This is an optimization exercise on Yosys and OpenROAD, whose aim is small area and a short achievable clock period, not a production implementation. Where RTL was checked, it was by simulation tests only, not by an equivalence proof against the original. Power is estimated from default activity; no workload was simulated.

Setup of run a:
// fifo_generic
module fifo_generic #(
    parameter DataWidth = 32,
    parameter int unsigned FifoDepth = 32  
    ) (
    input logic                    clk,
    input logic                    i_rst,
    input logic                    i_read,
    input logic                    i_write,
    input logic  [DataWidth - 1:0] i_write_data,
    output logic [DataWidth - 1:0] o_read_data,
    output logic                   o_full,
    output logic                   o_empty
    );
For scale: ~3900 cells after synthesis, ~1200 flip-flops, roughly 70 I/O pins, ~41000 um2 of cells after synthesis.
==> module fifo_and2, before the edit <==
module fifo_and2 (input logic a, b, output logic y);
    assign y = a & b;
endmodule
==> module fifo_generic, before the edit <==
module fifo_generic #(
    parameter DataWidth = 32,
    parameter int unsigned FifoDepth = 32  
    ) (
    input logic                    clk,
    input logic                    i_rst,
    input logic                    i_read,
    input logic                    i_write,
    input logic  [DataWidth - 1:0] i_write_data,
    output logic [DataWidth - 1:0] o_read_data,
    output logic                   o_full,
    output logic                   o_empty
    );
    logic [DataWidth - 1:0] fifo_mem [0:FifoDepth - 1];
    localparam LoN = 4;
    localparam HiN = FifoDepth / LoN;
    logic [LoN - 1:0]       wr_lo;
    logic [HiN - 1:0]       wr_hi;
    logic [FifoDepth - 1:0] read_sel;
    logic [FifoDepth - 1:0] read_sel_b;
    logic [LoN - 1:0]       rd_lo;
    logic [HiN - 1:0]       rd_hi;
    logic not_empty, not_full, empty_b, full_b;
    logic read_en, write_en, read_en_b, write_en_b;
    assign read_en    = i_read  & not_empty;
    assign write_en   = i_write & not_full;
    assign read_en_b  = i_read  & ~empty_b;
    assign write_en_b = i_write & ~full_b;
    logic rw_lo_next, rw_hi_same, rw_hi_next;    
    logic wr_lo_next, wr_hi_same, wr_hi_next;    
    always_comb begin
        rw_lo_next = 1'b0;
        wr_lo_next = 1'b0;
        for (int k = 0; k < LoN; k++) begin
            rw_lo_next = rw_lo_next | (rd_lo[k] & wr_lo[(k + 1) % LoN]);
            wr_lo_next = wr_lo_next | (wr_lo[k] & rd_lo[(k + 1) % LoN]);
        end
        rw_hi_same = 1'b0;
        rw_hi_next = 1'b0;
        wr_hi_next = 1'b0;
        for (int j = 0; j < HiN; j++) begin
            rw_hi_same = rw_hi_same | (rd_hi[j] & wr_hi[j]);
            rw_hi_next = rw_hi_next | (rd_hi[j] & wr_hi[(j + 1) % HiN]);
            wr_hi_next = wr_hi_next | (wr_hi[j] & rd_hi[(j + 1) % HiN]);
        end
        wr_hi_same = rw_hi_same;
    end
    logic one_left, one_free;
    assign one_left = rw_lo_next & (rd_lo[LoN - 1] ? rw_hi_next : rw_hi_same);
    assign one_free = wr_lo_next & (wr_lo[LoN - 1] ? wr_hi_next : wr_hi_same);
    always_ff @(posedge clk) begin
        if (i_rst) begin
            wr_lo      <= {{(LoN - 1){1'b0}}, 1'b1};
            wr_hi      <= {{(HiN - 1){1'b0}}, 1'b1};
            rd_lo      <= {{(LoN - 1){1'b0}}, 1'b1};
            rd_hi      <= {{(HiN - 1){1'b0}}, 1'b1};
            read_sel   <= {{(FifoDepth - 1){1'b0}}, 1'b1};
            read_sel_b <= {{(FifoDepth - 1){1'b0}}, 1'b1};
            not_empty  <= 1'b0;
            not_full   <= 1'b1;
            o_empty    <= 1'b1;
            o_full     <= 1'b0;
            empty_b    <= 1'b1;
            full_b     <= 1'b0;
        end else begin
            if (write_en) begin
                wr_lo <= {wr_lo[LoN - 2:0], wr_lo[LoN - 1]};
                if (wr_lo[LoN - 1]) wr_hi <= {wr_hi[HiN - 2:0], wr_hi[HiN - 1]};
            end
            if (read_en) begin
                rd_lo <= {rd_lo[LoN - 2:0], rd_lo[LoN - 1]};
                if (rd_lo[LoN - 1]) rd_hi <= {rd_hi[HiN - 2:0], rd_hi[HiN - 1]};
                read_sel <= {read_sel[FifoDepth - 2:0], read_sel[FifoDepth - 1]};
            end
            if (read_en_b) read_sel_b <= {read_sel_b[FifoDepth - 2:0], read_sel_b[FifoDepth - 1]};
            if (write_en & ~read_en) begin
                not_empty <= 1'b1;
                o_empty   <= 1'b0;
                not_full  <= ~one_free;
                o_full    <= one_free;
            end else if (read_en & ~write_en) begin
                not_full  <= 1'b1;
                o_full    <= 1'b0;
                not_empty <= ~one_left;
                o_empty   <= one_left;
            end
            if (write_en_b & ~read_en_b) begin
                empty_b <= 1'b0;
                full_b  <= one_free;
            end else if (read_en_b & ~write_en_b) begin
                full_b  <= 1'b0;
                empty_b <= one_left;
            end
        end
    end
    logic [LoN - 1:0]       wlo_sel, wlo_hold_n;
    logic [FifoDepth - 1:0] wsel, wkeep;
    assign wlo_sel    = {LoN{i_write & ~full_b}} & wr_lo;
    assign wlo_hold_n = {LoN{i_write & not_full}} & wr_lo;
    for (genvar i = 0; i < FifoDepth; i++) begin : g_we
        fifo_and2  u_sel  (.a(wlo_sel[i % LoN]),    .b(wr_hi[i / LoN]), .y(wsel[i]));
        fifo_nand2 u_keep (.a(wlo_hold_n[i % LoN]), .b(wr_hi[i / LoN]), .y(wkeep[i]));
    end
    always_ff @(posedge clk) begin
        for (int i = 0; i < FifoDepth; i++) begin
            fifo_mem[i] <= (i_write_data & {DataWidth{wsel[i]}})
                         | (fifo_mem[i] & {DataWidth{wkeep[i]}});
        end
    end
    logic [DataWidth - 1:0] head_n;
    for (genvar b = 0; b < DataWidth; b++) begin : g_rd
        logic [FifoDepth - 1:0] col;
        for (genvar i = 0; i < FifoDepth; i++) begin : g_col
            assign col[i] = fifo_mem[i][b];
        end
        fifo_rdbit u_bit (.d(col), .s(b < DataWidth / 2 ? read_sel : read_sel_b), .y_n(head_n[b]));
    end
    logic read_keep;
    assign read_keep = ~i_read | empty_b;
    always_ff @(posedge clk) begin
        o_read_data <= (~head_n & {DataWidth{read_en}})
                     | (o_read_data & {DataWidth{read_keep}});
    end
endmodule
Settings: LEC_CHECK=0, CAP_MARGIN=20, CORE_MARGIN=2, CORE_UTILIZATION=50, CTS_CLUSTER_DIAMETER=80, CTS_CLUSTER_SIZE=25, PLACE_DENSITY=0.65, SETUP_SLACK_MARGIN=1.2, SLEW_MARGIN=20, SYNTH_HIERARCHICAL=1, TNS_END_PERCENT=20, BUFFER_PORTS_ARGS=-buffer_cell sky130_fd_sc_hd__buf_4; clock period 2.8 ns.
standard.sh (not shown) runs the stock make flow with config.mk's settings and CLKGATE_MAP_FILE= SYNTH_SCRIPT=/design/flow/synth_recipe.tcl, a recipe that flattens the netlist after the stock synthesis.
==> flow/flow/run.sh <==
#!/bin/bash
set -e
cp standard.sh standard.sh.txt
echo 'export BUFFER_PORTS_ARGS = -buffer_cell sky130_fd_sc_hd__buf_4' >> config.mk
bash standard.sh > standard.log 2>&1
Changes in run b relative to run a:
==> flow/design.v <==
module fifo_or4 (input logic [3:0] d, input logic [3:0] s, output logic y);
    assign y = |(d & s);
endmodule
module fifo_nand2 (input logic a, b, output logic y);
    assign y = ~(a & b);
endmodule
module fifo_nor2 (input logic a, b, output logic y);
    assign y = ~(a | b);
endmodule
module fifo_rdbit (
    input  logic [31:0] d,
    input  logic [31:0] s,
    output logic        y_n
    );
    logic [7:0]  l2;    
    logic [3:0]  l3;    
    logic [1:0]  l4;    
    for (genvar k = 0; k < 8; k++) begin : g_l2
        fifo_or4 u (.d(d[4*k +: 4]), .s(s[4*k +: 4]), .y(l2[k]));
    end
    for (genvar k = 0; k < 4; k++) begin : g_l3
        fifo_nor2 u (.a(l2[2*k]), .b(l2[2*k+1]), .y(l3[k]));
    end
    for (genvar k = 0; k < 2; k++) begin : g_l4
        fifo_nand2 u (.a(l3[2*k]), .b(l3[2*k+1]), .y(l4[k]));
    end
    fifo_nor2 u_l5 (.a(l4[0]), .b(l4[1]), .y(y_n));
endmodule
module fifo_generic #(
    parameter DataWidth = 32,
    parameter int unsigned FifoDepth = 32  
    ) (
    input logic                    clk,
    input logic                    i_rst,
    input logic                    i_read,
    input logic                    i_write,
    input logic  [DataWidth - 1:0] i_write_data,
    output logic [DataWidth - 1:0] o_read_data,
    output logic                   o_full,
    output logic                   o_empty
    );
    logic [DataWidth - 1:0] fifo_mem [0:FifoDepth - 1];
    localparam LoN = 4;
    localparam HiN = FifoDepth / LoN;
    logic [LoN - 1:0]       wr_lo;
    logic [HiN - 1:0]       wr_hi;
    logic [FifoDepth - 1:0] wr_sel;      
    always_comb begin
        for (int i = 0; i < FifoDepth; i++) wr_sel[i] = wr_lo[i % LoN] & wr_hi[i / LoN];
    end
    logic [FifoDepth - 1:0] read_sel;
    logic [FifoDepth - 1:0] read_sel_b;
    logic not_empty, not_full, empty_b, full_b;
    logic read_en, write_en, read_en_b, write_en_b;
    assign read_en    = i_read  & not_empty;
    assign write_en   = i_write & not_full;
    assign read_en_b  = i_read  & ~empty_b;
    assign write_en_b = i_write & ~full_b;
    logic one_left, one_free;
    always_comb begin
        one_left = 1'b0;
        one_free = 1'b0;
        for (int i = 0; i < FifoDepth; i++) begin
            one_left = one_left | (read_sel[i] & wr_sel[(i + 1) % FifoDepth]);
            one_free = one_free | (wr_sel[i] & read_sel[(i + 1) % FifoDepth]);
        end
    end
    always_ff @(posedge clk) begin
        if (i_rst) begin
            wr_lo      <= {{(LoN - 1){1'b0}}, 1'b1};
            wr_hi      <= {{(HiN - 1){1'b0}}, 1'b1};
            read_sel   <= {{(FifoDepth - 1){1'b0}}, 1'b1};
            read_sel_b <= {{(FifoDepth - 1){1'b0}}, 1'b1};
            not_empty  <= 1'b0;
            not_full   <= 1'b1;
            o_empty    <= 1'b1;
            o_full     <= 1'b0;
            empty_b    <= 1'b1;
            full_b     <= 1'b0;
        end else begin
            if (write_en) begin
                wr_lo <= {wr_lo[LoN - 2:0], wr_lo[LoN - 1]};
                if (wr_lo[LoN - 1]) wr_hi <= {wr_hi[HiN - 2:0], wr_hi[HiN - 1]};
            end
            if (read_en) read_sel <= {read_sel[FifoDepth - 2:0], read_sel[FifoDepth - 1]};
            if (read_en_b) read_sel_b <= {read_sel_b[FifoDepth - 2:0], read_sel_b[FifoDepth - 1]};
            if (write_en & ~read_en) begin
                not_empty <= 1'b1;
                o_empty   <= 1'b0;
                not_full  <= ~one_free;
                o_full    <= one_free;
            end else if (read_en & ~write_en) begin
                not_full  <= 1'b1;
                o_full    <= 1'b0;
                not_empty <= ~one_left;
                o_empty   <= one_left;
            end
            if (write_en_b & ~read_en_b) begin
                empty_b <= 1'b0;
                full_b  <= one_free;
            end else if (read_en_b & ~write_en_b) begin
                full_b  <= 1'b0;
                empty_b <= one_left;
            end
        end
    end
    logic [FifoDepth - 1:0] wsel, wkeep;
    always_comb begin
        for (int i = 0; i < FifoDepth; i++) begin
            wsel[i]  = i_write & ~full_b & wr_sel[i];
            wkeep[i] = ~(i_write & not_full & wr_sel[i]);
        end
    end
    always_ff @(posedge clk) begin
        for (int i = 0; i < FifoDepth; i++) begin
            fifo_mem[i] <= (i_write_data & {DataWidth{wsel[i]}})
                         | (fifo_mem[i] & {DataWidth{wkeep[i]}});
        end
    end
    logic [DataWidth - 1:0] head_n;
    for (genvar b = 0; b < DataWidth; b++) begin : g_rd
        logic [FifoDepth - 1:0] col;
        for (genvar i = 0; i < FifoDepth; i++) begin : g_col
            assign col[i] = fifo_mem[i][b];
        end
        fifo_rdbit u_bit (.d(col), .s(b < DataWidth / 2 ? read_sel : read_sel_b), .y_n(head_n[b]));
    end
    logic read_keep;
    assign read_keep = ~i_read | empty_b;
    always_ff @(posedge clk) begin
        o_read_data <= (~head_n & {DataWidth{read_en}})
                     | (o_read_data & {DataWidth{read_keep}});
    end
endmodule
### Flow results
The number of well taps of run b exceeds that of run a by 0.94%.
Cell area after layout went up slightly going from run a to run b.
Against run a, floorplan row count in run b rose slightly.
Run a and run b ended up with nearly the same sum of internal, switching and leakage power.
Count of flip-flops and latches: lower on run b
Only the layout flow was run in run b; the RTL was not checked for function there.

========
Another version of the RTL of fifo_generic (not shown whole).
Size in the first run: ~3,700 cells after synthesis, roughly 1,100 flip-flops, roughly 0.040 mm^2 of cells after synthesis.
==> module fifo_generic, before the edit <==
module fifo_generic #(
    parameter DataWidth = 32,
    parameter int unsigned FifoDepth = 32  
    ) (
    input logic                    clk,
    input logic                    i_rst,
    input logic                    i_read,
    input logic                    i_write,
    input logic  [DataWidth - 1:0] i_write_data,
    output logic [DataWidth - 1:0] o_read_data,
    output logic                   o_full,
    output logic                   o_empty
    );
    logic [DataWidth - 1:0] fifo_mem [0:FifoDepth - 1];
    localparam LoN = 4;
    localparam HiN = FifoDepth / LoN;
    logic [LoN - 1:0]       wr_lo, rd_lo;
    logic [HiN - 1:0]       wr_hi, rd_hi;
    logic [FifoDepth - 1:0] wr_sel, rd_sel;
    always_comb begin
        for (int i = 0; i < FifoDepth; i++) begin
            wr_sel[i] = wr_lo[i % LoN] & wr_hi[i / LoN];
            rd_sel[i] = rd_lo[i % LoN] & rd_hi[i / LoN];
        end
    end
    logic not_empty, not_full, empty_b, full_b;
    logic read_en, write_en, read_en_b, write_en_b;
    assign read_en    = i_read  & not_empty;
    assign write_en   = i_write & not_full;
    assign read_en_b  = i_read  & ~empty_b;
    assign write_en_b = i_write & ~full_b;
    logic rw_lo_next, rw_hi_same, rw_hi_next;    
    logic wr_lo_next, wr_hi_same, wr_hi_next;    
    always_comb begin
        rw_lo_next = 1'b0;
        wr_lo_next = 1'b0;
        for (int k = 0; k < LoN; k++) begin
            rw_lo_next = rw_lo_next | (rd_lo[k] & wr_lo[(k + 1) % LoN]);
            wr_lo_next = wr_lo_next | (wr_lo[k] & rd_lo[(k + 1) % LoN]);
        end
        rw_hi_same = 1'b0;
        rw_hi_next = 1'b0;
        wr_hi_next = 1'b0;
        for (int j = 0; j < HiN; j++) begin
            rw_hi_same = rw_hi_same | (rd_hi[j] & wr_hi[j]);
            rw_hi_next = rw_hi_next | (rd_hi[j] & wr_hi[(j + 1) % HiN]);
            wr_hi_next = wr_hi_next | (wr_hi[j] & rd_hi[(j + 1) % HiN]);
        end
        wr_hi_same = rw_hi_same;
    end
    logic one_left, one_free;
    assign one_left = rw_lo_next & (rd_lo[LoN - 1] ? rw_hi_next : rw_hi_same);
    assign one_free = wr_lo_next & (wr_lo[LoN - 1] ? wr_hi_next : wr_hi_same);
    always_ff @(posedge clk) begin
        if (i_rst) begin
            wr_lo      <= {{(LoN - 1){1'b0}}, 1'b1};
            wr_hi      <= {{(HiN - 1){1'b0}}, 1'b1};
            rd_lo      <= {{(LoN - 1){1'b0}}, 1'b1};
            rd_hi      <= {{(HiN - 1){1'b0}}, 1'b1};
            not_empty  <= 1'b0;
            not_full   <= 1'b1;
            o_empty    <= 1'b1;
            o_full     <= 1'b0;
            empty_b    <= 1'b1;
            full_b     <= 1'b0;
        end else begin
            if (write_en) begin
                wr_lo <= {wr_lo[LoN - 2:0], wr_lo[LoN - 1]};
                if (wr_lo[LoN - 1]) wr_hi <= {wr_hi[HiN - 2:0], wr_hi[HiN - 1]};
            end
            if (read_en) begin
                rd_lo <= {rd_lo[LoN - 2:0], rd_lo[LoN - 1]};
                if (rd_lo[LoN - 1]) rd_hi <= {rd_hi[HiN - 2:0], rd_hi[HiN - 1]};
            end
            if (write_en & ~read_en) begin
                not_empty <= 1'b1;
                o_empty   <= 1'b0;
                not_full  <= ~one_free;
                o_full    <= one_free;
            end else if (read_en & ~write_en) begin
                not_full  <= 1'b1;
                o_full    <= 1'b0;
                not_empty <= ~one_left;
                o_empty   <= one_left;
            end
            if (write_en_b & ~read_en_b) begin
                empty_b <= 1'b0;
                full_b  <= one_free;
            end else if (read_en_b & ~write_en_b) begin
                full_b  <= 1'b0;
                empty_b <= one_left;
            end
        end
    end
    logic [FifoDepth - 1:0] wsel, wkeep;
    always_comb begin
        for (int i = 0; i < FifoDepth; i++) begin
            wsel[i]  = i_write & ~full_b & wr_sel[i];
            wkeep[i] = ~(i_write & not_full & wr_sel[i]);
        end
    end
    always_ff @(posedge clk) begin
        for (int i = 0; i < FifoDepth; i++) begin
            fifo_mem[i] <= (i_write_data & {DataWidth{wsel[i]}})
                         | (fifo_mem[i] & {DataWidth{wkeep[i]}});
        end
    end
    logic [DataWidth - 1:0] head_n;
    for (genvar b = 0; b < DataWidth; b++) begin : g_rd
        logic [FifoDepth - 1:0] col;
        for (genvar i = 0; i < FifoDepth; i++) begin : g_col
            assign col[i] = fifo_mem[i][b];
        end
        fifo_rdbit u_bit (.d(col), .s(rd_sel), .y_n(head_n[b]));
    end
    logic read_keep;
    assign read_keep = ~i_read | empty_b;
    always_ff @(posedge clk) begin
        o_read_data <= (~head_n & {DataWidth{read_en}})
                     | (o_read_data & {DataWidth{read_keep}});
    end
endmodule
export LEC_CHECK = 0
export CAP_MARGIN = 20
export CORE_MARGIN = 2
export CORE_UTILIZATION = 50
export CTS_CLUSTER_DIAMETER = 80
export CTS_CLUSTER_SIZE = 25
export PLACE_DENSITY = 0.65
export SETUP_SLACK_MARGIN = 1.0
export SLEW_MARGIN = 20
export SYNTH_HIERARCHICAL = 1
export BUFFER_PORTS_ARGS = -buffer_cell sky130_fd_sc_hd__buf_4
create_clock -name core_clock -period 2.8 [get_ports {clk}]
Scripts as last shown in full above: flow/flow/run.sh
Next try:
--- a/flow/design.v
+++ b/flow/design.v
@@ -41,51 +41,37 @@
     );
     logic [DataWidth - 1:0] fifo_mem [0:FifoDepth - 1];
     localparam LoN = 4;
     localparam HiN = FifoDepth / LoN;
-    logic [LoN - 1:0]       wr_lo, rd_lo;
-    logic [HiN - 1:0]       wr_hi, rd_hi;
-    logic [FifoDepth - 1:0] wr_sel, rd_sel;
+    logic [LoN - 1:0]       wr_lo;
+    logic [HiN - 1:0]       wr_hi;
+    logic [FifoDepth - 1:0] wr_sel;      
     always_comb begin
-        for (int i = 0; i < FifoDepth; i++) begin
-            wr_sel[i] = wr_lo[i % LoN] & wr_hi[i / LoN];
-            rd_sel[i] = rd_lo[i % LoN] & rd_hi[i / LoN];
-        end
+        for (int i = 0; i < FifoDepth; i++) wr_sel[i] = wr_lo[i % LoN] & wr_hi[i / LoN];
     end
+    logic [FifoDepth - 1:0] read_sel;
+    logic [FifoDepth - 1:0] read_sel_b;
     logic not_empty, not_full, empty_b, full_b;
     logic read_en, write_en, read_en_b, write_en_b;
     assign read_en    = i_read  & not_empty;
     assign write_en   = i_write & not_full;
     assign read_en_b  = i_read  & ~empty_b;
     assign write_en_b = i_write & ~full_b;
-    logic rw_lo_next, rw_hi_same, rw_hi_next;    
-    logic wr_lo_next, wr_hi_same, wr_hi_next;    
+    logic one_left, one_free;
     always_comb begin
-        rw_lo_next = 1'b0;
-        wr_lo_next = 1'b0;
-        for (int k = 0; k < LoN; k++) begin
-            rw_lo_next = rw_lo_next | (rd_lo[k] & wr_lo[(k + 1) % LoN]);
-            wr_lo_next = wr_lo_next | (wr_lo[k] & rd_lo[(k + 1) % LoN]);
+        one_left = 1'b0;
+        one_free = 1'b0;
+        for (int i = 0; i < FifoDepth; i++) begin
+            one_left = one_left | (read_sel[i] & wr_sel[(i + 1) % FifoDepth]);
+            one_free = one_free | (wr_sel[i] & read_sel[(i + 1) % FifoDepth]);
         end
-        rw_hi_same = 1'b0;
-        rw_hi_next = 1'b0;
-        wr_hi_next = 1'b0;
-        for (int j = 0; j < HiN; j++) begin
-            rw_hi_same = rw_hi_same | (rd_hi[j] & wr_hi[j]);
-            rw_hi_next = rw_hi_next | (rd_hi[j] & wr_hi[(j + 1) % HiN]);
-            wr_hi_next = wr_hi_next | (wr_hi[j] & rd_hi[(j + 1) % HiN]);
-        end
-        wr_hi_same = rw_hi_same;
     end
-    logic one_left, one_free;
-    assign one_left = rw_lo_next & (rd_lo[LoN - 1] ? rw_hi_next : rw_hi_same);
-    assign one_free = wr_lo_next & (wr_lo[LoN - 1] ? wr_hi_next : wr_hi_same);
     always_ff @(posedge clk) begin
         if (i_rst) begin
             wr_lo      <= {{(LoN - 1){1'b0}}, 1'b1};
             wr_hi      <= {{(HiN - 1){1'b0}}, 1'b1};
-            rd_lo      <= {{(LoN - 1){1'b0}}, 1'b1};
-            rd_hi      <= {{(HiN - 1){1'b0}}, 1'b1};
+            read_sel   <= {{(FifoDepth - 1){1'b0}}, 1'b1};
+            read_sel_b <= {{(FifoDepth - 1){1'b0}}, 1'b1};
             not_empty  <= 1'b0;
             not_full   <= 1'b1;
             o_empty    <= 1'b1;
             o_full     <= 1'b0;
@@ -95,12 +81,10 @@
             if (write_en) begin
                 wr_lo <= {wr_lo[LoN - 2:0], wr_lo[LoN - 1]};
                 if (wr_lo[LoN - 1]) wr_hi <= {wr_hi[HiN - 2:0], wr_hi[HiN - 1]};
             end
-            if (read_en) begin
-                rd_lo <= {rd_lo[LoN - 2:0], rd_lo[LoN - 1]};
-                if (rd_lo[LoN - 1]) rd_hi <= {rd_hi[HiN - 2:0], rd_hi[HiN - 1]};
-            end
+            if (read_en) read_sel <= {read_sel[FifoDepth - 2:0], read_sel[FifoDepth - 1]};
+            if (read_en_b) read_sel_b <= {read_sel_b[FifoDepth - 2:0], read_sel_b[FifoDepth - 1]};
             if (write_en & ~read_en) begin
                 not_empty <= 1'b1;
                 o_empty   <= 1'b0;
                 not_full  <= ~one_free;
@@ -138,9 +122,9 @@
         logic [FifoDepth - 1:0] col;
         for (genvar i = 0; i < FifoDepth; i++) begin : g_col
             assign col[i] = fifo_mem[i][b];
         end
-        fifo_rdbit u_bit (.d(col), .s(rd_sel), .y_n(head_n[b]));
+        fifo_rdbit u_bit (.d(col), .s(b < DataWidth / 2 ? read_sel : read_sel_b), .y_n(head_n[b]));
     end
     logic read_keep;
     assign read_keep = ~i_read | empty_b;
     always_ff @(posedge clk) begin
The changed run finished with timing, DRC and antenna clean.
Wire length went down by about 7%.
Via count fell by about 0.4%.
Synthesized area is higher by about 3.2%.
Worst hold slack is better by 0.047 ns.
Core utilization fell by 1.2 points.
Register-to-register slack is better by 0.15 ns.
Critical path depth went down by 3.
Worst setup slack gains 0.15 ns.
Final cell count is higher by about 4.7%.
Cell area rises by about 1.4%.
Function was not checked in any run of this note: the RTL went through the layout flow alone.

[static timing again, ports no longer ideal]
Ports are ideal in the flow. The routed layouts listed here were re-timed in OpenROAD.
Step 1: set_driving_cell puts a clkbuf_16 on clk and a buf_2 on each other input, an assumption about the parent block.
Step 2 also shifts input and output timing later by t, the mid clock arrival at the registers, as if the neighbouring blocks saw the same clock.
a / b / c = ideal ports / drivers / drivers and shift; a / b = the first two.
run	t (ns)	setup WS [ns]	latest minus earliest clock arrival (ns)	slew at the worst register clock pin (ns)	worst data-port slew with drivers (ns)
run a	0.704	1.085 / 1.020 / 0.715	0.020 / 0.020	0.10 / 0.10	0.10
run b	0.717	1.075 / 1.023 / 0.818	0.031 / 0.032	0.10 / 0.10	0.06
the first run of note 2	0.706	0.863 / 0.863 / 0.721	0.037 / 0.038	0.10 / 0.10	0.05
the second run of note 2	0.715	1.009 / 0.964 / 0.758	0.028 / 0.028	0.10 / 0.10	0.06
After both steps setup and hold are still met in every run listed. For run a, which loses most, drivers alone change the setup slack by -0.065 ns; drivers and shift together by -0.370 ns.
